Context: an optimization exercise on an open-source flow, tuned for small area. The choices shown serve that exercise and are no tape-out recipe.
The RTL of this run was laid out without a check of its function.
Power is estimated from default activity; no workload was simulated.

`flow/run.sh`:
```
#!/bin/bash
# Layout flow: the standard flow (standard.sh, ORFS) with three ORFS settings
# changed; its output goes to standard.log, ORFS's own logs to orfs/logs/.
#  - REMOVE_ABC_BUFFERS=1: drop the buffers that ABC put on high-fanout nets
#    (the clock period is long; repair_design adds back any that are needed)
#  - port buffers of the smallest buffer cell
#  - clock tree without dummy loads
set -eo pipefail
bash standard.sh \
  REMOVE_ABC_BUFFERS=1 \
  "BUFFER_PORTS_ARGS=-buffer_cell sky130_fd_sc_hd__buf_1" \
  "CTS_ARGS=-sink_clustering_enable -repair_clock_nets -sink_clustering_size 18 -sink_clustering_max_diameter 70 -buf_list sky130_fd_sc_hd__clkbuf_8 -dont_use_dummy_load" \
  finish > standard.log 2>&1
```
`standard.sh`:
```
#!/bin/bash
# synth_recipe.tcl (not shown) runs the flow's synth.tcl, then flattens the netlist and writes it again
# the make line also repeats each setting of config.mk as NAME=value (left out here)
make -C /OpenROAD-flow-scripts/flow DESIGN_CONFIG=/design/flow/config.mk WORK_HOME=/design/flow/orfs CLKGATE_MAP_FILE= SYNTH_SCRIPT=/design/flow/synth_recipe.tcl "${@:-finish}"
```
`config.mk`:
```
export PLATFORM = sky130hd
export DESIGN_NAME = filter
export DESIGN_NICKNAME = filter
export VERILOG_FILES = /design/flow/design.v
export SDC_FILE = /design/flow/constraint.sdc
export NUM_CORES = 4
export LEC_CHECK = 0
export CAP_MARGIN = 10
export CORE_MARGIN = 2
export CORE_UTILIZATION = 65
export CTS_BUF_LIST = sky130_fd_sc_hd__clkbuf_16
export CTS_CLUSTER_DIAMETER = 100
export CTS_CLUSTER_SIZE = 30
export GPL_TIMING_DRIVEN = 0
export SLEW_MARGIN = 10
export SYNTH_HIERARCHICAL = 1
export SYNTH_MINIMUM_KEEP_SIZE = 0
```
`constraint.sdc`:
```
create_clock -name core_clock -period 50.0 [get_ports {clk}]
set_input_delay 10.0000 -clock core_clock [delete_from_list [all_inputs] [get_ports {clk}]]
set_output_delay 10.0000 -clock core_clock [all_outputs]
set_load 0.01 [all_outputs]
```
`design.v`:
```
`timescale 1 ns / 1 ns
module filter(
  input                clk         ,
  input                reset       ,
  input                sample_en   ,
  input signed [11:0]  filter_in   ,
  input [15:0]         coefdata    ,
  input                coefdata_en ,
  output signed [11:0] filter_out  ,
  output               out_valid
  );
  wire start = sample_en & ~coefdata_en;
  reg        busy;       
  reg        run;        
  reg  [5:0] s;          
  reg  [5:0] kk;         
  reg  [5:0] gd;         
  reg  [3:0] tj;         
  reg  [2:0] ta;
  reg  [5:0] f;          
  reg  [5:0] nsamp;      
  reg        pend;       
  reg  [2:0] v;          
  reg [11:0] out_reg;
  reg        valid_reg;
  reg [15:0] cr [0:60];
  reg [15:0] e  [0:2];
  wire       vany  = |v;
  wire       gapok = (kk == 6'd0) | (kk == 6'd4) | (kk == 6'd8) | (kk == 6'd12) | (kk == 6'd16) | (kk == 6'd20) | (kk == 6'd24) | (kk == 6'd28) | (kk == 6'd32) | (kk == 6'd36) | (kk == 6'd40) | (kk == 6'd44) | (kk == 6'd48) | (kk == 6'd52) | (kk == 6'd56) | (kk == 6'd60);
  wire       insc  = gapok & (vany | coefdata_en);
  wire [15:0] newc = v[2] ? e[2] : v[1] ? e[1] : v[0] ? e[0] : coefdata;
  integer i;
  always @(posedge clk) begin
    for (i = 0; i < 60; i = i + 1) cr[i] <= cr[i+1];
    cr[60] <= cr[0];
    if (insc) begin
      if (kk == 6'd0) cr[59] <= newc;
      if (kk == 6'd4) cr[55] <= newc;
      if (kk == 6'd8) cr[51] <= newc;
      if (kk == 6'd12) cr[47] <= newc;
      if (kk == 6'd16) cr[43] <= newc;
      if (kk == 6'd20) cr[39] <= newc;
      if (kk == 6'd24) cr[35] <= newc;
      if (kk == 6'd28) cr[31] <= newc;
      if (kk == 6'd32) cr[27] <= newc;
      if (kk == 6'd36) cr[23] <= newc;
      if (kk == 6'd40) cr[19] <= newc;
      if (kk == 6'd44) cr[15] <= newc;
      if (kk == 6'd48) cr[11] <= newc;
      if (kk == 6'd52) cr[7] <= newc;
      if (kk == 6'd56) cr[3] <= newc;
      if (kk == 6'd60) cr[60] <= newc;
    end
    e[0] <= coefdata; e[1] <= e[0]; e[2] <= e[1];
  end
  reg [11:0] dr [0:60];
  reg [11:0] xb;
  wire insd = pend & (gd == 6'd0);
  always @(posedge clk) begin
    for (i = 0; i < 60; i = i + 1) dr[i] <= dr[i+1];
    dr[60] <= insd ? xb : dr[0];
    if (start) xb <= filter_in;
  end
  reg [15:0] ctap;
  always @(*) begin
    case (ta)
      3'd0: ctap = cr[0];
      3'd1: ctap = cr[1];
      3'd2: ctap = cr[2];
      3'd3: ctap = cr[3];
      3'd4: ctap = cr[4];
      3'd5: ctap = cr[5];
      default: ctap = cr[6];
    endcase
  end
  reg [11:0] dtap;
  always @(*) begin
    case (tj)
      4'd0: dtap = dr[0];
      4'd1: dtap = dr[7];
      4'd2: dtap = dr[14];
      4'd3: dtap = dr[21];
      4'd4: dtap = dr[28];
      4'd5: dtap = dr[35];
      4'd6: dtap = dr[42];
      4'd7: dtap = dr[49];
      default: dtap = dr[56];
    endcase
  end
  wire       go   = busy & ~run & ~vany;
  wire       mac  = run | go;
  wire       last = run & (s == 6'd60);
  wire [6:0] kr   = {1'b0, kk} + {4'd0, ta} + 7'd1;       
  wire [5:0] k    = (kr >= 7'd61) ? kr - 7'd61 : kr[5:0];
  wire       val  = (k >= f) & (k < nsamp);               
  wire [11:0] xa  = val ? dtap : 12'd0;
  wire [15:0] cb  = ctap;
  reg  [27:0] accn;       
  wire [27:0] s0n;
  wire bo0 = xa[0] ^ 1'b0;
  wire bt0 = (xa[1] & ~xa[0] & ~1'b0) | (~xa[1] & xa[0] & 1'b0);
  wire bn0 = xa[1];
  wire bp0_0;
  fir_bsn ub0_0 (.one(bo0), .two(bt0), .neg(bn0), .a(cb[0]), .b(1'b0), .y(bp0_0));
  wire bp0_1;
  fir_bsn ub0_1 (.one(bo0), .two(bt0), .neg(bn0), .a(cb[1]), .b(cb[0]), .y(bp0_1));
  wire bp0_2;
  fir_bsn ub0_2 (.one(bo0), .two(bt0), .neg(bn0), .a(cb[2]), .b(cb[1]), .y(bp0_2));
  wire bp0_3;
  fir_bsn ub0_3 (.one(bo0), .two(bt0), .neg(bn0), .a(cb[3]), .b(cb[2]), .y(bp0_3));
  wire bp0_4;
  fir_bsn ub0_4 (.one(bo0), .two(bt0), .neg(bn0), .a(cb[4]), .b(cb[3]), .y(bp0_4));
  wire bp0_5;
  fir_bsn ub0_5 (.one(bo0), .two(bt0), .neg(bn0), .a(cb[5]), .b(cb[4]), .y(bp0_5));
  wire bp0_6;
  fir_bsn ub0_6 (.one(bo0), .two(bt0), .neg(bn0), .a(cb[6]), .b(cb[5]), .y(bp0_6));
  wire bp0_7;
  fir_bsn ub0_7 (.one(bo0), .two(bt0), .neg(bn0), .a(cb[7]), .b(cb[6]), .y(bp0_7));
  wire bp0_8;
  fir_bsn ub0_8 (.one(bo0), .two(bt0), .neg(bn0), .a(cb[8]), .b(cb[7]), .y(bp0_8));
  wire bp0_9;
  fir_bsn ub0_9 (.one(bo0), .two(bt0), .neg(bn0), .a(cb[9]), .b(cb[8]), .y(bp0_9));
  wire bp0_10;
  fir_bsn ub0_10 (.one(bo0), .two(bt0), .neg(bn0), .a(cb[10]), .b(cb[9]), .y(bp0_10));
  wire bp0_11;
  fir_bsn ub0_11 (.one(bo0), .two(bt0), .neg(bn0), .a(cb[11]), .b(cb[10]), .y(bp0_11));
  wire bp0_12;
  fir_bsn ub0_12 (.one(bo0), .two(bt0), .neg(bn0), .a(cb[12]), .b(cb[11]), .y(bp0_12));
  wire bp0_13;
  fir_bsn ub0_13 (.one(bo0), .two(bt0), .neg(bn0), .a(cb[13]), .b(cb[12]), .y(bp0_13));
  wire bp0_14;
  fir_bsn ub0_14 (.one(bo0), .two(bt0), .neg(bn0), .a(cb[14]), .b(cb[13]), .y(bp0_14));
  wire bp0_15;
  fir_bsn ub0_15 (.one(bo0), .two(bt0), .neg(bn0), .a(cb[15]), .b(cb[14]), .y(bp0_15));
  wire bp0_16;
  fir_bs ub0_16 (.one(bo0), .two(bt0), .neg(bn0), .a(cb[15]), .b(cb[15]), .y(bp0_16));
  wire bq0 = ~bn0;
  wire bo1 = xa[2] ^ xa[1];
  wire bt1 = (xa[3] & ~xa[2] & ~xa[1]) | (~xa[3] & xa[2] & xa[1]);
  wire bn1 = xa[3];
  wire bp1_0;
  fir_bsn ub1_0 (.one(bo1), .two(bt1), .neg(bn1), .a(cb[0]), .b(1'b0), .y(bp1_0));
  wire bp1_1;
  fir_bsn ub1_1 (.one(bo1), .two(bt1), .neg(bn1), .a(cb[1]), .b(cb[0]), .y(bp1_1));
  wire bp1_2;
  fir_bsn ub1_2 (.one(bo1), .two(bt1), .neg(bn1), .a(cb[2]), .b(cb[1]), .y(bp1_2));
  wire bp1_3;
  fir_bsn ub1_3 (.one(bo1), .two(bt1), .neg(bn1), .a(cb[3]), .b(cb[2]), .y(bp1_3));
  wire bp1_4;
  fir_bsn ub1_4 (.one(bo1), .two(bt1), .neg(bn1), .a(cb[4]), .b(cb[3]), .y(bp1_4));
  wire bp1_5;
  fir_bsn ub1_5 (.one(bo1), .two(bt1), .neg(bn1), .a(cb[5]), .b(cb[4]), .y(bp1_5));
  wire bp1_6;
  fir_bsn ub1_6 (.one(bo1), .two(bt1), .neg(bn1), .a(cb[6]), .b(cb[5]), .y(bp1_6));
  wire bp1_7;
  fir_bsn ub1_7 (.one(bo1), .two(bt1), .neg(bn1), .a(cb[7]), .b(cb[6]), .y(bp1_7));
  wire bp1_8;
  fir_bsn ub1_8 (.one(bo1), .two(bt1), .neg(bn1), .a(cb[8]), .b(cb[7]), .y(bp1_8));
  wire bp1_9;
  fir_bsn ub1_9 (.one(bo1), .two(bt1), .neg(bn1), .a(cb[9]), .b(cb[8]), .y(bp1_9));
  wire bp1_10;
  fir_bsn ub1_10 (.one(bo1), .two(bt1), .neg(bn1), .a(cb[10]), .b(cb[9]), .y(bp1_10));
  wire bp1_11;
  fir_bsn ub1_11 (.one(bo1), .two(bt1), .neg(bn1), .a(cb[11]), .b(cb[10]), .y(bp1_11));
  wire bp1_12;
  fir_bsn ub1_12 (.one(bo1), .two(bt1), .neg(bn1), .a(cb[12]), .b(cb[11]), .y(bp1_12));
  wire bp1_13;
  fir_bsn ub1_13 (.one(bo1), .two(bt1), .neg(bn1), .a(cb[13]), .b(cb[12]), .y(bp1_13));
  wire bp1_14;
  fir_bsn ub1_14 (.one(bo1), .two(bt1), .neg(bn1), .a(cb[14]), .b(cb[13]), .y(bp1_14));
  wire bp1_15;
  fir_bsn ub1_15 (.one(bo1), .two(bt1), .neg(bn1), .a(cb[15]), .b(cb[14]), .y(bp1_15));
  wire bp1_16;
  fir_bs ub1_16 (.one(bo1), .two(bt1), .neg(bn1), .a(cb[15]), .b(cb[15]), .y(bp1_16));
  wire bq1 = ~bn1;
  wire bo2 = xa[4] ^ xa[3];
  wire bt2 = (xa[5] & ~xa[4] & ~xa[3]) | (~xa[5] & xa[4] & xa[3]);
  wire bn2 = xa[5];
  wire bp2_0;
  fir_bsn ub2_0 (.one(bo2), .two(bt2), .neg(bn2), .a(cb[0]), .b(1'b0), .y(bp2_0));
  wire bp2_1;
  fir_bsn ub2_1 (.one(bo2), .two(bt2), .neg(bn2), .a(cb[1]), .b(cb[0]), .y(bp2_1));
  wire bp2_2;
  fir_bsn ub2_2 (.one(bo2), .two(bt2), .neg(bn2), .a(cb[2]), .b(cb[1]), .y(bp2_2));
  wire bp2_3;
  fir_bsn ub2_3 (.one(bo2), .two(bt2), .neg(bn2), .a(cb[3]), .b(cb[2]), .y(bp2_3));
  wire bp2_4;
  fir_bsn ub2_4 (.one(bo2), .two(bt2), .neg(bn2), .a(cb[4]), .b(cb[3]), .y(bp2_4));
  wire bp2_5;
  fir_bsn ub2_5 (.one(bo2), .two(bt2), .neg(bn2), .a(cb[5]), .b(cb[4]), .y(bp2_5));
  wire bp2_6;
  fir_bsn ub2_6 (.one(bo2), .two(bt2), .neg(bn2), .a(cb[6]), .b(cb[5]), .y(bp2_6));
  wire bp2_7;
  fir_bsn ub2_7 (.one(bo2), .two(bt2), .neg(bn2), .a(cb[7]), .b(cb[6]), .y(bp2_7));
  wire bp2_8;
  fir_bsn ub2_8 (.one(bo2), .two(bt2), .neg(bn2), .a(cb[8]), .b(cb[7]), .y(bp2_8));
  wire bp2_9;
  fir_bsn ub2_9 (.one(bo2), .two(bt2), .neg(bn2), .a(cb[9]), .b(cb[8]), .y(bp2_9));
  wire bp2_10;
  fir_bsn ub2_10 (.one(bo2), .two(bt2), .neg(bn2), .a(cb[10]), .b(cb[9]), .y(bp2_10));
  wire bp2_11;
  fir_bsn ub2_11 (.one(bo2), .two(bt2), .neg(bn2), .a(cb[11]), .b(cb[10]), .y(bp2_11));
  wire bp2_12;
  fir_bsn ub2_12 (.one(bo2), .two(bt2), .neg(bn2), .a(cb[12]), .b(cb[11]), .y(bp2_12));
  wire bp2_13;
  fir_bsn ub2_13 (.one(bo2), .two(bt2), .neg(bn2), .a(cb[13]), .b(cb[12]), .y(bp2_13));
  wire bp2_14;
  fir_bsn ub2_14 (.one(bo2), .two(bt2), .neg(bn2), .a(cb[14]), .b(cb[13]), .y(bp2_14));
  wire bp2_15;
  fir_bsn ub2_15 (.one(bo2), .two(bt2), .neg(bn2), .a(cb[15]), .b(cb[14]), .y(bp2_15));
  wire bp2_16;
  fir_bs ub2_16 (.one(bo2), .two(bt2), .neg(bn2), .a(cb[15]), .b(cb[15]), .y(bp2_16));
  wire bq2 = ~bn2;
  wire bo3 = xa[6] ^ xa[5];
  wire bt3 = (xa[7] & ~xa[6] & ~xa[5]) | (~xa[7] & xa[6] & xa[5]);
  wire bn3 = xa[7];
  wire bp3_0;
  fir_bsn ub3_0 (.one(bo3), .two(bt3), .neg(bn3), .a(cb[0]), .b(1'b0), .y(bp3_0));
  wire bp3_1;
  fir_bsn ub3_1 (.one(bo3), .two(bt3), .neg(bn3), .a(cb[1]), .b(cb[0]), .y(bp3_1));
  wire bp3_2;
  fir_bsn ub3_2 (.one(bo3), .two(bt3), .neg(bn3), .a(cb[2]), .b(cb[1]), .y(bp3_2));
  wire bp3_3;
  fir_bsn ub3_3 (.one(bo3), .two(bt3), .neg(bn3), .a(cb[3]), .b(cb[2]), .y(bp3_3));
  wire bp3_4;
  fir_bsn ub3_4 (.one(bo3), .two(bt3), .neg(bn3), .a(cb[4]), .b(cb[3]), .y(bp3_4));
  wire bp3_5;
  fir_bsn ub3_5 (.one(bo3), .two(bt3), .neg(bn3), .a(cb[5]), .b(cb[4]), .y(bp3_5));
  wire bp3_6;
  fir_bsn ub3_6 (.one(bo3), .two(bt3), .neg(bn3), .a(cb[6]), .b(cb[5]), .y(bp3_6));
  wire bp3_7;
  fir_bsn ub3_7 (.one(bo3), .two(bt3), .neg(bn3), .a(cb[7]), .b(cb[6]), .y(bp3_7));
  wire bp3_8;
  fir_bsn ub3_8 (.one(bo3), .two(bt3), .neg(bn3), .a(cb[8]), .b(cb[7]), .y(bp3_8));
  wire bp3_9;
  fir_bsn ub3_9 (.one(bo3), .two(bt3), .neg(bn3), .a(cb[9]), .b(cb[8]), .y(bp3_9));
  wire bp3_10;
  fir_bsn ub3_10 (.one(bo3), .two(bt3), .neg(bn3), .a(cb[10]), .b(cb[9]), .y(bp3_10));
  wire bp3_11;
  fir_bsn ub3_11 (.one(bo3), .two(bt3), .neg(bn3), .a(cb[11]), .b(cb[10]), .y(bp3_11));
  wire bp3_12;
  fir_bsn ub3_12 (.one(bo3), .two(bt3), .neg(bn3), .a(cb[12]), .b(cb[11]), .y(bp3_12));
  wire bp3_13;
  fir_bsn ub3_13 (.one(bo3), .two(bt3), .neg(bn3), .a(cb[13]), .b(cb[12]), .y(bp3_13));
  wire bp3_14;
  fir_bsn ub3_14 (.one(bo3), .two(bt3), .neg(bn3), .a(cb[14]), .b(cb[13]), .y(bp3_14));
  wire bp3_15;
  fir_bsn ub3_15 (.one(bo3), .two(bt3), .neg(bn3), .a(cb[15]), .b(cb[14]), .y(bp3_15));
  wire bp3_16;
  fir_bs ub3_16 (.one(bo3), .two(bt3), .neg(bn3), .a(cb[15]), .b(cb[15]), .y(bp3_16));
  wire bq3 = ~bn3;
  wire bo4 = xa[8] ^ xa[7];
  wire bt4 = (xa[9] & ~xa[8] & ~xa[7]) | (~xa[9] & xa[8] & xa[7]);
  wire bn4 = xa[9];
  wire bp4_0;
  fir_bsn ub4_0 (.one(bo4), .two(bt4), .neg(bn4), .a(cb[0]), .b(1'b0), .y(bp4_0));
  wire bp4_1;
  fir_bsn ub4_1 (.one(bo4), .two(bt4), .neg(bn4), .a(cb[1]), .b(cb[0]), .y(bp4_1));
  wire bp4_2;
  fir_bsn ub4_2 (.one(bo4), .two(bt4), .neg(bn4), .a(cb[2]), .b(cb[1]), .y(bp4_2));
  wire bp4_3;
  fir_bsn ub4_3 (.one(bo4), .two(bt4), .neg(bn4), .a(cb[3]), .b(cb[2]), .y(bp4_3));
  wire bp4_4;
  fir_bsn ub4_4 (.one(bo4), .two(bt4), .neg(bn4), .a(cb[4]), .b(cb[3]), .y(bp4_4));
  wire bp4_5;
  fir_bsn ub4_5 (.one(bo4), .two(bt4), .neg(bn4), .a(cb[5]), .b(cb[4]), .y(bp4_5));
  wire bp4_6;
  fir_bsn ub4_6 (.one(bo4), .two(bt4), .neg(bn4), .a(cb[6]), .b(cb[5]), .y(bp4_6));
  wire bp4_7;
  fir_bsn ub4_7 (.one(bo4), .two(bt4), .neg(bn4), .a(cb[7]), .b(cb[6]), .y(bp4_7));
  wire bp4_8;
  fir_bsn ub4_8 (.one(bo4), .two(bt4), .neg(bn4), .a(cb[8]), .b(cb[7]), .y(bp4_8));
  wire bp4_9;
  fir_bsn ub4_9 (.one(bo4), .two(bt4), .neg(bn4), .a(cb[9]), .b(cb[8]), .y(bp4_9));
  wire bp4_10;
  fir_bsn ub4_10 (.one(bo4), .two(bt4), .neg(bn4), .a(cb[10]), .b(cb[9]), .y(bp4_10));
  wire bp4_11;
  fir_bsn ub4_11 (.one(bo4), .two(bt4), .neg(bn4), .a(cb[11]), .b(cb[10]), .y(bp4_11));
  wire bp4_12;
  fir_bsn ub4_12 (.one(bo4), .two(bt4), .neg(bn4), .a(cb[12]), .b(cb[11]), .y(bp4_12));
  wire bp4_13;
  fir_bsn ub4_13 (.one(bo4), .two(bt4), .neg(bn4), .a(cb[13]), .b(cb[12]), .y(bp4_13));
  wire bp4_14;
  fir_bsn ub4_14 (.one(bo4), .two(bt4), .neg(bn4), .a(cb[14]), .b(cb[13]), .y(bp4_14));
  wire bp4_15;
  fir_bsn ub4_15 (.one(bo4), .two(bt4), .neg(bn4), .a(cb[15]), .b(cb[14]), .y(bp4_15));
  wire bp4_16;
  fir_bs ub4_16 (.one(bo4), .two(bt4), .neg(bn4), .a(cb[15]), .b(cb[15]), .y(bp4_16));
  wire bq4 = ~bn4;
  wire bo5 = xa[10] ^ xa[9];
  wire bt5 = (xa[11] & ~xa[10] & ~xa[9]) | (~xa[11] & xa[10] & xa[9]);
  wire bn5 = xa[11];
  wire bp5_0;
  fir_bsn ub5_0 (.one(bo5), .two(bt5), .neg(bn5), .a(cb[0]), .b(1'b0), .y(bp5_0));
  wire bp5_1;
  fir_bsn ub5_1 (.one(bo5), .two(bt5), .neg(bn5), .a(cb[1]), .b(cb[0]), .y(bp5_1));
  wire bp5_2;
  fir_bsn ub5_2 (.one(bo5), .two(bt5), .neg(bn5), .a(cb[2]), .b(cb[1]), .y(bp5_2));
  wire bp5_3;
  fir_bsn ub5_3 (.one(bo5), .two(bt5), .neg(bn5), .a(cb[3]), .b(cb[2]), .y(bp5_3));
  wire bp5_4;
  fir_bsn ub5_4 (.one(bo5), .two(bt5), .neg(bn5), .a(cb[4]), .b(cb[3]), .y(bp5_4));
  wire bp5_5;
  fir_bsn ub5_5 (.one(bo5), .two(bt5), .neg(bn5), .a(cb[5]), .b(cb[4]), .y(bp5_5));
  wire bp5_6;
  fir_bsn ub5_6 (.one(bo5), .two(bt5), .neg(bn5), .a(cb[6]), .b(cb[5]), .y(bp5_6));
  wire bp5_7;
  fir_bsn ub5_7 (.one(bo5), .two(bt5), .neg(bn5), .a(cb[7]), .b(cb[6]), .y(bp5_7));
  wire bp5_8;
  fir_bsn ub5_8 (.one(bo5), .two(bt5), .neg(bn5), .a(cb[8]), .b(cb[7]), .y(bp5_8));
  wire bp5_9;
  fir_bsn ub5_9 (.one(bo5), .two(bt5), .neg(bn5), .a(cb[9]), .b(cb[8]), .y(bp5_9));
  wire bp5_10;
  fir_bsn ub5_10 (.one(bo5), .two(bt5), .neg(bn5), .a(cb[10]), .b(cb[9]), .y(bp5_10));
  wire bp5_11;
  fir_bsn ub5_11 (.one(bo5), .two(bt5), .neg(bn5), .a(cb[11]), .b(cb[10]), .y(bp5_11));
  wire bp5_12;
  fir_bsn ub5_12 (.one(bo5), .two(bt5), .neg(bn5), .a(cb[12]), .b(cb[11]), .y(bp5_12));
  wire bp5_13;
  fir_bsn ub5_13 (.one(bo5), .two(bt5), .neg(bn5), .a(cb[13]), .b(cb[12]), .y(bp5_13));
  wire bp5_14;
  fir_bsn ub5_14 (.one(bo5), .two(bt5), .neg(bn5), .a(cb[14]), .b(cb[13]), .y(bp5_14));
  wire bp5_15;
  fir_bsn ub5_15 (.one(bo5), .two(bt5), .neg(bn5), .a(cb[15]), .b(cb[14]), .y(bp5_15));
  wire bp5_16;
  fir_bs ub5_16 (.one(bo5), .two(bt5), .neg(bn5), .a(cb[15]), .b(cb[15]), .y(bp5_16));
  wire bq5 = ~bn5;
  wire s0, c0;
  fir_han u0 (.a(bp0_8), .b(bp1_6), .s(s0), .co(c0));
  wire s1, c1;
  fir_han u1 (.a(bp0_9), .b(bp1_7), .s(s1), .co(c1));
  wire s2, c2;
  fir_fa u2 (.a(bp0_10), .b(bp1_8), .c(bp2_6), .s(s2), .co(c2));
  wire s3, c3;
  fir_han u3 (.a(bp3_4), .b(bp4_2), .s(s3), .co(c3));
  wire s4, c4;
  fir_fa u4 (.a(bp0_11), .b(bp1_9), .c(bp2_7), .s(s4), .co(c4));
  wire s5, c5;
  fir_han u5 (.a(bp3_5), .b(bp4_3), .s(s5), .co(c5));
  wire s6, c6;
  fir_fa u6 (.a(bp0_12), .b(bp1_10), .c(bp2_8), .s(s6), .co(c6));
  wire s7, c7;
  fir_han u7 (.a(bp3_6), .b(bp4_4), .s(s7), .co(c7));
  wire s8, c8;
  fir_fa u8 (.a(bp0_13), .b(bp1_11), .c(bp2_9), .s(s8), .co(c8));
  wire s9, c9;
  fir_han u9 (.a(bp3_7), .b(bp4_5), .s(s9), .co(c9));
  wire s10, c10;
  fir_fa u10 (.a(bp0_14), .b(bp1_12), .c(bp2_10), .s(s10), .co(c10));
  wire s11, c11;
  fir_han u11 (.a(bp3_8), .b(bp4_6), .s(s11), .co(c11));
  wire s12, c12;
  fir_fa u12 (.a(bp0_15), .b(bp1_13), .c(bp2_11), .s(s12), .co(c12));
  wire s13, c13;
  fir_han u13 (.a(bp3_9), .b(bp4_7), .s(s13), .co(c13));
  wire s14, c14;
  fir_ha u14 (.a(bp0_16), .b(bp1_14), .s(s14), .co(c14));
  wire s15, c15;
  fir_fa u15 (.a(bp2_12), .b(bp3_10), .c(bp4_8), .s(s15), .co(c15));
  wire s16, c16;
  fir_ha u16 (.a(bp1_15), .b(bp2_13), .s(s16), .co(c16));
  wire s17, c17;
  fir_han u17 (.a(bp3_11), .b(bp4_9), .s(s17), .co(c17));
  wire s18, c18;
  fir_fa u18 (.a(bp1_16), .b(bp2_14), .c(bp3_12), .s(s18), .co(c18));
  wire s19, c19;
  fir_han u19 (.a(bp2_15), .b(bp3_13), .s(s19), .co(c19));
  wire s20, c20;
  fir_han u20 (.a(bp0_4), .b(bp1_2), .s(s20), .co(c20));
  wire s21, c21;
  fir_han u21 (.a(bp0_5), .b(bp1_3), .s(s21), .co(c21));
  wire s22, c22;
  fir_fa u22 (.a(bp0_6), .b(bp1_4), .c(bp2_2), .s(s22), .co(c22));
  wire s23, c23;
  fir_han u23 (.a(bp3_0), .b(bq3), .s(s23), .co(c23));
  wire s24, c24;
  fir_fa u24 (.a(bp0_7), .b(bp1_5), .c(bp2_3), .s(s24), .co(c24));
  wire s25, c25;
  fir_han u25 (.a(bp3_1), .b(accn[7]), .s(s25), .co(c25));
  wire s26, c26;
  fir_fa u26 (.a(s0), .b(bp2_4), .c(bp3_2), .s(s26), .co(c26));
  wire s27, c27;
  fir_fa u27 (.a(bp4_0), .b(bq4), .c(accn[8]), .s(s27), .co(c27));
  wire s28, c28;
  fir_fa u28 (.a(c0), .b(s1), .c(bp2_5), .s(s28), .co(c28));
  wire s29, c29;
  fir_fa u29 (.a(bp3_3), .b(bp4_1), .c(accn[9]), .s(s29), .co(c29));
  wire s30, c30;
  fir_fa u30 (.a(c1), .b(s2), .c(s3), .s(s30), .co(c30));
  wire s31, c31;
  fir_fa u31 (.a(bp5_0), .b(bq5), .c(accn[10]), .s(s31), .co(c31));
  wire s32, c32;
  fir_fa u32 (.a(c2), .b(c3), .c(s4), .s(s32), .co(c32));
  wire s33, c33;
  fir_fa u33 (.a(s5), .b(bp5_1), .c(accn[11]), .s(s33), .co(c33));
  wire s34, c34;
  fir_fa u34 (.a(c4), .b(c5), .c(s6), .s(s34), .co(c34));
  wire s35, c35;
  fir_fa u35 (.a(s7), .b(bp5_2), .c(accn[12]), .s(s35), .co(c35));
  wire s36, c36;
  fir_fa u36 (.a(c6), .b(c7), .c(s8), .s(s36), .co(c36));
  wire s37, c37;
  fir_fa u37 (.a(s9), .b(bp5_3), .c(accn[13]), .s(s37), .co(c37));
  wire s38, c38;
  fir_fa u38 (.a(c8), .b(c9), .c(s10), .s(s38), .co(c38));
  wire s39, c39;
  fir_fa u39 (.a(s11), .b(bp5_4), .c(accn[14]), .s(s39), .co(c39));
  wire s40, c40;
  fir_fa u40 (.a(c10), .b(c11), .c(s12), .s(s40), .co(c40));
  wire s41, c41;
  fir_fa u41 (.a(s13), .b(bp5_5), .c(accn[15]), .s(s41), .co(c41));
  wire s42, c42;
  fir_fa u42 (.a(c12), .b(c13), .c(s14), .s(s42), .co(c42));
  wire s43, c43;
  fir_fa u43 (.a(s15), .b(bp5_6), .c(accn[16]), .s(s43), .co(c43));
  wire s44, c44;
  fir_fa u44 (.a(c14), .b(c15), .c(s16), .s(s44), .co(c44));
  wire s45, c45;
  fir_fa u45 (.a(s17), .b(bp5_7), .c(accn[17]), .s(s45), .co(c45));
  wire s46, c46;
  fir_fa u46 (.a(c16), .b(c17), .c(s18), .s(s46), .co(c46));
  wire s47, c47;
  fir_fa u47 (.a(bp4_10), .b(bp5_8), .c(accn[18]), .s(s47), .co(c47));
  wire s48, c48;
  fir_ha u48 (.a(c18), .b(s19), .s(s48), .co(c48));
  wire s49, c49;
  fir_fa u49 (.a(bp4_11), .b(bp5_9), .c(accn[19]), .s(s49), .co(c49));
  wire s50, c50;
  fir_fa u50 (.a(c19), .b(bp2_16), .c(bp3_14), .s(s50), .co(c50));
  wire s51, c51;
  fir_fa u51 (.a(bp4_12), .b(bp5_10), .c(accn[20]), .s(s51), .co(c51));
  wire s52, c52;
  fir_ha u52 (.a(bp3_15), .b(bp4_13), .s(s52), .co(c52));
  wire s53, c53;
  fir_han u53 (.a(bp5_11), .b(accn[21]), .s(s53), .co(c53));
  wire s54, c54;
  fir_fa u54 (.a(bp3_16), .b(bp4_14), .c(bp5_12), .s(s54), .co(c54));
  wire s55, c55;
  fir_han u55 (.a(bp4_15), .b(bp5_13), .s(s55), .co(c55));
  wire s56, c56;
  fir_han u56 (.a(bp0_2), .b(bp1_0), .s(s56), .co(c56));
  wire s57, c57;
  fir_han u57 (.a(bp0_3), .b(bp1_1), .s(s57), .co(c57));
  wire s58, c58;
  fir_fa u58 (.a(s20), .b(bp2_0), .c(bq2), .s(s58), .co(c58));
  wire s59, c59;
  fir_fa u59 (.a(c20), .b(s21), .c(bp2_1), .s(s59), .co(c59));
  wire s60, c60;
  fir_fa u60 (.a(c21), .b(s22), .c(s23), .s(s60), .co(c60));
  wire s61, c61;
  fir_fa u61 (.a(c22), .b(c23), .c(s24), .s(s61), .co(c61));
  wire s62, c62;
  fir_fa u62 (.a(c24), .b(c25), .c(s26), .s(s62), .co(c62));
  wire s63, c63;
  fir_fa u63 (.a(c26), .b(c27), .c(s28), .s(s63), .co(c63));
  wire s64, c64;
  fir_fa u64 (.a(c28), .b(c29), .c(s30), .s(s64), .co(c64));
  wire s65, c65;
  fir_fa u65 (.a(c30), .b(c31), .c(s32), .s(s65), .co(c65));
  wire s66, c66;
  fir_fa u66 (.a(c32), .b(c33), .c(s34), .s(s66), .co(c66));
  wire s67, c67;
  fir_fa u67 (.a(c34), .b(c35), .c(s36), .s(s67), .co(c67));
  wire s68, c68;
  fir_fa u68 (.a(c36), .b(c37), .c(s38), .s(s68), .co(c68));
  wire s69, c69;
  fir_fa u69 (.a(c38), .b(c39), .c(s40), .s(s69), .co(c69));
  wire s70, c70;
  fir_fa u70 (.a(c40), .b(c41), .c(s42), .s(s70), .co(c70));
  wire s71, c71;
  fir_fa u71 (.a(c42), .b(c43), .c(s44), .s(s71), .co(c71));
  wire s72, c72;
  fir_fa u72 (.a(c44), .b(c45), .c(s46), .s(s72), .co(c72));
  wire s73, c73;
  fir_fa u73 (.a(c46), .b(c47), .c(s48), .s(s73), .co(c73));
  wire s74, c74;
  fir_fa u74 (.a(c48), .b(c49), .c(s50), .s(s74), .co(c74));
  wire s75, c75;
  fir_fa u75 (.a(c50), .b(c51), .c(s52), .s(s75), .co(c75));
  wire s76, c76;
  fir_fa u76 (.a(c52), .b(c53), .c(s54), .s(s76), .co(c76));
  wire s77, c77;
  fir_ha u77 (.a(c54), .b(s55), .s(s77), .co(c77));
  wire s78, c78;
  fir_fa u78 (.a(c55), .b(bp4_16), .c(bp5_14), .s(s78), .co(c78));
  wire s79, c79;
  fir_han u79 (.a(bp5_15), .b(accn[25]), .s(s79), .co(c79));
  wire s80, c80;
  fir_han u80 (.a(bp0_0), .b(bq0), .s(s80), .co(c80));
  wire s81, c81;
  fir_han u81 (.a(bp0_1), .b(accn[1]), .s(s81), .co(c81));
  wire s82, c82;
  fir_fa u82 (.a(s56), .b(bq1), .c(accn[2]), .s(s82), .co(c82));
  wire s83, c83;
  fir_fa u83 (.a(c56), .b(s57), .c(accn[3]), .s(s83), .co(c83));
  wire s84, c84;
  fir_fa u84 (.a(c57), .b(s58), .c(accn[4]), .s(s84), .co(c84));
  wire s85, c85;
  fir_fa u85 (.a(c58), .b(s59), .c(accn[5]), .s(s85), .co(c85));
  wire s86, c86;
  fir_fa u86 (.a(c59), .b(s60), .c(accn[6]), .s(s86), .co(c86));
  wire s87, c87;
  fir_fa u87 (.a(c60), .b(s61), .c(s25), .s(s87), .co(c87));
  wire s88, c88;
  fir_fa u88 (.a(c61), .b(s62), .c(s27), .s(s88), .co(c88));
  wire s89, c89;
  fir_fa u89 (.a(c62), .b(s63), .c(s29), .s(s89), .co(c89));
  wire s90, c90;
  fir_fa u90 (.a(c63), .b(s64), .c(s31), .s(s90), .co(c90));
  wire s91, c91;
  fir_fa u91 (.a(c64), .b(s65), .c(s33), .s(s91), .co(c91));
  wire s92, c92;
  fir_fa u92 (.a(c65), .b(s66), .c(s35), .s(s92), .co(c92));
  wire s93, c93;
  fir_fa u93 (.a(c66), .b(s67), .c(s37), .s(s93), .co(c93));
  wire s94, c94;
  fir_fa u94 (.a(c67), .b(s68), .c(s39), .s(s94), .co(c94));
  wire s95, c95;
  fir_fa u95 (.a(c68), .b(s69), .c(s41), .s(s95), .co(c95));
  wire s96, c96;
  fir_fa u96 (.a(c69), .b(s70), .c(s43), .s(s96), .co(c96));
  wire s97, c97;
  fir_fa u97 (.a(c70), .b(s71), .c(s45), .s(s97), .co(c97));
  wire s98, c98;
  fir_fa u98 (.a(c71), .b(s72), .c(s47), .s(s98), .co(c98));
  wire s99, c99;
  fir_fa u99 (.a(c72), .b(s73), .c(s49), .s(s99), .co(c99));
  wire s100, c100;
  fir_fa u100 (.a(c73), .b(s74), .c(s51), .s(s100), .co(c100));
  wire s101, c101;
  fir_fa u101 (.a(c74), .b(s75), .c(s53), .s(s101), .co(c101));
  wire s102, c102;
  fir_fa u102 (.a(c75), .b(s76), .c(accn[22]), .s(s102), .co(c102));
  wire s103, c103;
  fir_fa u103 (.a(c76), .b(s77), .c(accn[23]), .s(s103), .co(c103));
  wire s104, c104;
  fir_fa u104 (.a(c77), .b(s78), .c(accn[24]), .s(s104), .co(c104));
  wire s105, c105;
  fir_ha u105 (.a(c78), .b(s79), .s(s105), .co(c105));
  wire s106, c106;
  fir_fa u106 (.a(c79), .b(bp5_16), .c(accn[26]), .s(s106), .co(c106));
  wire s107, c107;
  fir_han u107 (.a(s80), .b(accn[0]), .s(s107), .co(c107));
  wire s108, c108;
  fir_fa u108 (.a(c80), .b(s81), .c(c107), .s(s108), .co(c108));
  wire s109, c109;
  fir_fa u109 (.a(c81), .b(s82), .c(c108), .s(s109), .co(c109));
  wire s110, c110;
  fir_fa u110 (.a(c82), .b(s83), .c(c109), .s(s110), .co(c110));
  wire s111, c111;
  fir_fa u111 (.a(c83), .b(s84), .c(c110), .s(s111), .co(c111));
  wire s112, c112;
  fir_fa u112 (.a(c84), .b(s85), .c(c111), .s(s112), .co(c112));
  wire s113, c113;
  fir_fa u113 (.a(c85), .b(s86), .c(c112), .s(s113), .co(c113));
  wire s114, c114;
  fir_fa u114 (.a(c86), .b(s87), .c(c113), .s(s114), .co(c114));
  wire s115, c115;
  fir_fa u115 (.a(c87), .b(s88), .c(c114), .s(s115), .co(c115));
  wire s116, c116;
  fir_fa u116 (.a(c88), .b(s89), .c(c115), .s(s116), .co(c116));
  wire s117, c117;
  fir_fa u117 (.a(c89), .b(s90), .c(c116), .s(s117), .co(c117));
  wire s118, c118;
  fir_fa u118 (.a(c90), .b(s91), .c(c117), .s(s118), .co(c118));
  wire s119, c119;
  fir_fa u119 (.a(c91), .b(s92), .c(c118), .s(s119), .co(c119));
  wire s120, c120;
  fir_fa u120 (.a(c92), .b(s93), .c(c119), .s(s120), .co(c120));
  wire s121, c121;
  fir_fa u121 (.a(c93), .b(s94), .c(c120), .s(s121), .co(c121));
  wire s122, c122;
  fir_fa u122 (.a(c94), .b(s95), .c(c121), .s(s122), .co(c122));
  wire s123, c123;
  fir_fa u123 (.a(c95), .b(s96), .c(c122), .s(s123), .co(c123));
  wire s124, c124;
  fir_fa u124 (.a(c96), .b(s97), .c(c123), .s(s124), .co(c124));
  wire s125, c125;
  fir_fa u125 (.a(c97), .b(s98), .c(c124), .s(s125), .co(c125));
  wire s126, c126;
  fir_fa u126 (.a(c98), .b(s99), .c(c125), .s(s126), .co(c126));
  wire s127, c127;
  fir_fa u127 (.a(c99), .b(s100), .c(c126), .s(s127), .co(c127));
  wire s128, c128;
  fir_fa u128 (.a(c100), .b(s101), .c(c127), .s(s128), .co(c128));
  wire s129, c129;
  fir_fa u129 (.a(c101), .b(s102), .c(c128), .s(s129), .co(c129));
  wire s130, c130;
  fir_fa u130 (.a(c102), .b(s103), .c(c129), .s(s130), .co(c130));
  wire s131, c131;
  fir_fa u131 (.a(c103), .b(s104), .c(c130), .s(s131), .co(c131));
  wire s132, c132;
  fir_fa u132 (.a(c104), .b(s105), .c(c131), .s(s132), .co(c132));
  wire s133, c133;
  fir_fa u133 (.a(c105), .b(s106), .c(c132), .s(s133), .co(c133));
  wire s134, c134;
  fir_fa u134 (.a(c106), .b(accn[27]), .c(c133), .s(s134), .co(c134));
  wire s135 = ~s134;
  assign s0n = {s135, s133, s132, s131, s130, s129, s128, s127, s126, s125, s124, s123, s122, s121, s120, s119, s118, s117, s116, s115, s114, s113, s112, s111, s110, s109, s108, s107};
  wire sp = (xa == 12'h800) & (cb == 16'h8000);    
  wire [27:0] sumn = {s0n[27] ^ sp, s0n[26:0]};
  always @(posedge clk) accn <= mac ? sumn : 28'hfffffff;
  wire [27:0] sum = ~sumn;
  wire        rnd = sum[15] & (sum[16] | (|sum[14:0]));
  wire [11:0] y;
  wire [12:0] yc;
  assign yc[0] = rnd;
  genvar g;
  generate for (g = 0; g < 12; g = g + 1) begin : yinc
    fir_ha u (.a(sum[16+g]), .b(yc[g]), .s(y[g]), .co(yc[g+1]));
  end endgenerate
  wire [1:0] de = {1'b0, insc} + {1'b0, start};    
  always @(posedge clk or posedge reset) begin
    if (reset) begin
      busy <= 1'b0; run <= 1'b0; s <= 6'd0; kk <= 6'd0; gd <= 6'd0;
      tj <= 4'd1; ta <= 3'd6; f <= 6'd61; nsamp <= 6'd0; pend <= 1'b0;
      v <= 3'd0; out_reg <= 12'd0; valid_reg <= 1'b0;
    end else begin
      if (!insc) kk <= (kk == 6'd60) ? 6'd0 : kk + 6'd1;
      v[0] <= coefdata_en & ~(insc & ~vany);
      v[1] <= v[0] & ~(insc & v[0] & ~v[1] & ~v[2]);
      v[2] <= v[1] & ~(insc & v[1] & ~v[2]);
      if (start) gd <= (gd == 6'd0) ? 6'd59 : (gd == 6'd1) ? 6'd60 : gd - 6'd2;
      else       gd <= (gd == 6'd0) ? 6'd60 : gd - 6'd1;
      if (start) pend <= 1'b1;
      else if (insd) pend <= 1'b0;
      if (de == 2'd1) begin
        if (ta != 3'd6) ta <= ta + 3'd1;
        else if (tj != 4'd0) begin tj <= tj - 4'd1; ta <= 3'd0; end
        else begin tj <= 4'd8; ta <= 3'd2; end
      end else if (de == 2'd2) begin
        if (ta <= 3'd4) ta <= ta + 3'd2;
        else if (tj != 4'd0) begin tj <= tj - 4'd1; ta <= ta - 3'd5; end
        else begin tj <= 4'd8; ta <= ta - 3'd3; end
      end
      if (start) begin
        busy <= 1'b1;
        if (nsamp != 6'd61) nsamp <= nsamp + 6'd1;
      end
      if (go) run <= 1'b1;
      if (mac) s <= s + 6'd1;
      if (last) begin
        busy <= 1'b0; run <= 1'b0; s <= 6'd0;
        out_reg <= y;
      end
      valid_reg <= last;
      if (coefdata_en && f != 6'd2) f <= f - 6'd1;
    end
  end
  assign filter_out = out_reg;
  assign out_valid  = valid_reg;
endmodule
module fir_fa(input a, input b, input c, output s, output co);
  assign s  = a ^ b ^ c;
  assign co = (a & b) | (a & c) | (b & c);
endmodule
module fir_ha(input a, input b, output s, output co);
  assign s  = a ^ b;
  assign co = a & b;
endmodule
module fir_han(input a, input b, output s, output co);
  fir_xnor ux (.a(a), .b(b), .y(s));
  fir_or   uo (.a(a), .b(b), .y(co));
endmodule
module fir_xnor(input a, input b, output y);
  assign y = ~(a ^ b);
endmodule
module fir_or(input a, input b, output y);
  assign y = a | b;
endmodule
module fir_bs(input one, input two, input neg, input a, input b, output y);
  assign y = ((one & a) | (two & b)) ^ neg;
endmodule
module fir_bsn(input one, input two, input neg, input a, input b, output y);
  assign y = ~(((one & a) | (two & b)) ^ neg);
endmodule
```
==> impl_metrics.csv <==
group,metric,value,unit
status,outcome,"no timing/DRC/antenna violations",
detailed_routing,wl_per_cell,19.02,um
global_route,gr-total-overflow,0,
global_route,antenna_found_initial,3,
timing,finalSetupViolCount,0,
power_and_ir_drop,p_seq_frac,0.507,
setup_path,cp_slowest_cell,"dfstp_2",
power_and_ir_drop,pwr-share-comb,0.336,
clock_tree,max-clock-path-buffers,3,
timing,finalCriticalPeriod,18850,ps
detailed_routing,drtIter0Drc,1358,
power_and_ir_drop,p_switching,1.346,mW
finish,syn2layout_area_growth,6.861,%
timing,hold_viol_final,0,
timing,fin_ws,31150,ps
detailed_routing,vias_per_cell,5.264,
timing,worstMarginPinSlew,1208,ps
power_and_ir_drop,power_density,72.99,nW/um2
timing,timing.hold.ws,274.3,ps
finish,final_core_util,0.7029,
power_and_ir_drop,irDropWorstVdd,0.05904,mV
power_and_ir_drop,p_leak,20.36,nW
detailed_routing,num_vias,24640,
placement,pre_cts_slack,31090,ps
timing,tns,0,ps
setup_path,crit_arrival,19430,ps
floorplan,rows,101,
synthesis,synth_edf_count,12,
clock_tree,insertion_delay,770,ps
finish,largest_reg_flops,976,
job,cap_violations,0,
synthesis,syn_area,50040,um2
synthesis,synth-simple-area-share,0.05103,
global_route,grt_max_degree,48,
setup_path,crit_top_cell,"fa_1",
floorplan,dieArea,79220,um2
timing,finalMaxSlewViolations,0,
placement,placed_cells,4562,
synthesis,ys_seq_area_frac,0.7491,
synthesis,synth_xor_area_frac,0.02623,
synthesis,synthTopCellsByArea,"dfxtp_1, fa_1, a22oi_2, dfrtp_1, a21oi_1",
floorplan,core,76080,um2
clock_tree,cts-resized-gates,0,
clock_tree,clockRootBuffer,"clkbuf_8",
synthesis,synthMuxAreaShare,0.02208,
synthesis,yosysMostFrequentCell,"dfxtp_1",
synthesis,netlist_instances,3570,
placement,place_hpwl,56.94,mm
clock_tree,cts_max_level,3,
detailed_routing,antenna_left,0,
synthesis,synth_seq_cells,1852,
synthesis,yosys_warnings,10,
finish,regMostFlops,"cr",
synthesis,avgSynthCellArea,14.02,um2
clock_tree,cts_tree,"yes",
finish,fillerInstances,5289,
finish,fin_cells,4681,
global_route,grt_pass1_vias,25965,
setup_path,cp-start-kind,"flop",
setup_path,endpoint_kind,"flop",
synthesis,yosysUniqueCellTypes,80,
synthesis,synth_top_area_cell,"dfxtp_1",
clock_tree,hold_buffers,0,
timing,relSlewSlack,0.1946,
setup_path,crit_required,50580,ps
placement,dpl-instance-area,51850,um2
clock_tree,cts_sinks,1852,
floorplan,fp.dieW,281.5,um
power_and_ir_drop,p_int,2.557,mW
placement,gp_congestion,0.8118,
synthesis,synth_commonest_cells,"dfxtp_1, nor2_1, a21oi_1, nand2_1, o21ai_0",
setup_path,critPathKind,"reg -> reg",
synthesis,synth_compound_area_frac,0.08059,
finish,final_area,53470,um2
placement,port_buffers,44,
setup_path,r2r_slack,31150,ps
floorplan,die_h,281.5,um
setup_path,critical_path.max_fanout,47,
global_route,track_usage,0.2321,
clock_tree,clkSlewWorstSetupHoldPaths,100,ps
detailed_routing,drtPass1Iterations,5,
global_route,grt_pass1_wl,143.5,mm
timing,fin_skew,88.82,ps
timing,min_period_over_period,0.3770,
detailed_routing,route.detailed.drc,0,
synthesis,ys.flop_type,"dfxtp_1",
synthesis,yosys.area.top_type_share,0.7137,
clock_tree,postCtsSetupBuffers,0,
finish,top_regs,"cr x976, dr x732, e x48",
clock_tree,numCtsBuffers,115,
power_and_ir_drop,power.clock.fraction,0.156,
floorplan,ios,45,
hold_path,hp-class,"reg -> reg",
finish,drive_above_1_share,0.1044,
floorplan,start_util,0.6578,
setup_path,slowest_delay,1260,ps
timing,rsz0062_at_grt,"false",
detailed_routing,finalWirelength,89.05,mm
power_and_ir_drop,power,3.903,mW
synthesis,async_flop_share,0.03024,
synthesis,synth_top_family_by_area,"compound AO/OA/AOI/OAI gates",
timing,max_freq,0.05305,GHz
finish,nets,3845,
power_and_ir_drop,sw_frac_of_total,0.3450,
synthesis,synth_adder_area_share,0.05671,
## modules after synthesis, one instance, submodules excluded, excerpt
module   cells  times used  flip-flops and latches
fir_fa       1         107                       0
filter    3197           1                    1852
fir_bs       2           6                       0
fir_ha       1          18                       0
fir_bsn      2          96                       0
fir_or       1          22                       0
## routing by layer
layer / GRT usage / wire length [um]
met4: 0.07188 / 2386
met1: 0.3164 / 41230
met3: 0.03223 / 3018
met5: 0 / 0
met2: 0.3878 / 42420
## cell usage in the layout, fill, tap and decap left out, types with 53 or more instances in the layout
cell type / count
a21oi_1: 169
clkbuf_8: 115
fa_1: 108
nor2_1: 198
o21ai_0: 162
a22oi_2: 102
xor2_1: 106
nand2_1: 193
ha_1: 54
inv_1: 53
dfxtp_1: 1784
## power groups by stage
stage / Clock (mW) / Sequential, mW / Combinational (mW)
after detailed placement: 0 / 2.01 / 1.32
after CTS: 0.628 / 1.98 / 1.33
final: 0.611 / 1.98 / 1.31
after global routing: 0.680 / 2.02 / 1.50
after global placement: 0 / 2.01 / 1.21
after floorplan: 0 / 1.96 / 0.884
## cell families (layout without fill, tap and decap cells)
group,after synthesis,after routing
DFF,1852,1852
and+or+nand+nor,561,561
adders and majority gates,162,162
xor gates and xnor gates,149,149
buffers and inverters,178,252
AOI/OAI and AO/OA,571,571
other,1,8
muxes,96,96
## worst max-delay path: cells and delay by family (launching register included)
family                     cells  cell delay (ps)
adders and majority gates     30            12060
and+or+nand+nor                5             2040
AOI/OAI and AO/OA              8             1920
DFF                            1             1260
xor gates and xnor gates       4              880
muxes                          1              260
buffers and inverters          1              230
## cell type report
cell class	count	area, um2	share of cell area
diodes	2	5.005	0.00009360
clock buffers	115	1583	0.02960
inverters	54	202.7	0.003791
multi-input cells	1545	12230	0.2286
flip-flops and latches	1852	37490	0.7011
well taps	1030	1289	0.02410
repair buffers	83	676.9	0.01266
## path summary, 6_finish.rpt
kind,start,to,cells past startpoint
hold / removal,cr[57][7],cr[56][7],0
setup / recovery,ta[2],out_reg[11],49
hold reg to reg,cr[57][7],cr[56][7],0
min in group asynchronous,reset,kk[1],2
setup reg to reg,ta[2],out_reg[11],49
max in group asynchronous,reset,f[3],3

## static timing again, ports no longer ideal
Ports are ideal in the flow. The routed layout listed here was re-timed in OpenROAD. Step 1 assumes that a clkbuf_16 drives the clock port and a buf_2 every other input. Step 2 also shifts input and output timing later by t, the mid clock arrival at the registers, as if the neighbouring blocks saw the same clock. a / b / c = no drivers / after step 1 / after step 2; a / b = the first two.
t, ns: 0.790
setup WS [ns]: 31.149 / 31.149 / 31.149
worst setup path after step 2: register to register
worst slew at a driven data input, ns: 0.14
pins driven straight from the clock port: 1
After both steps this run still meets setup and hold. The setup slack of this run moves by 0.000 ns with the drivers and by 0.000 ns with both steps.
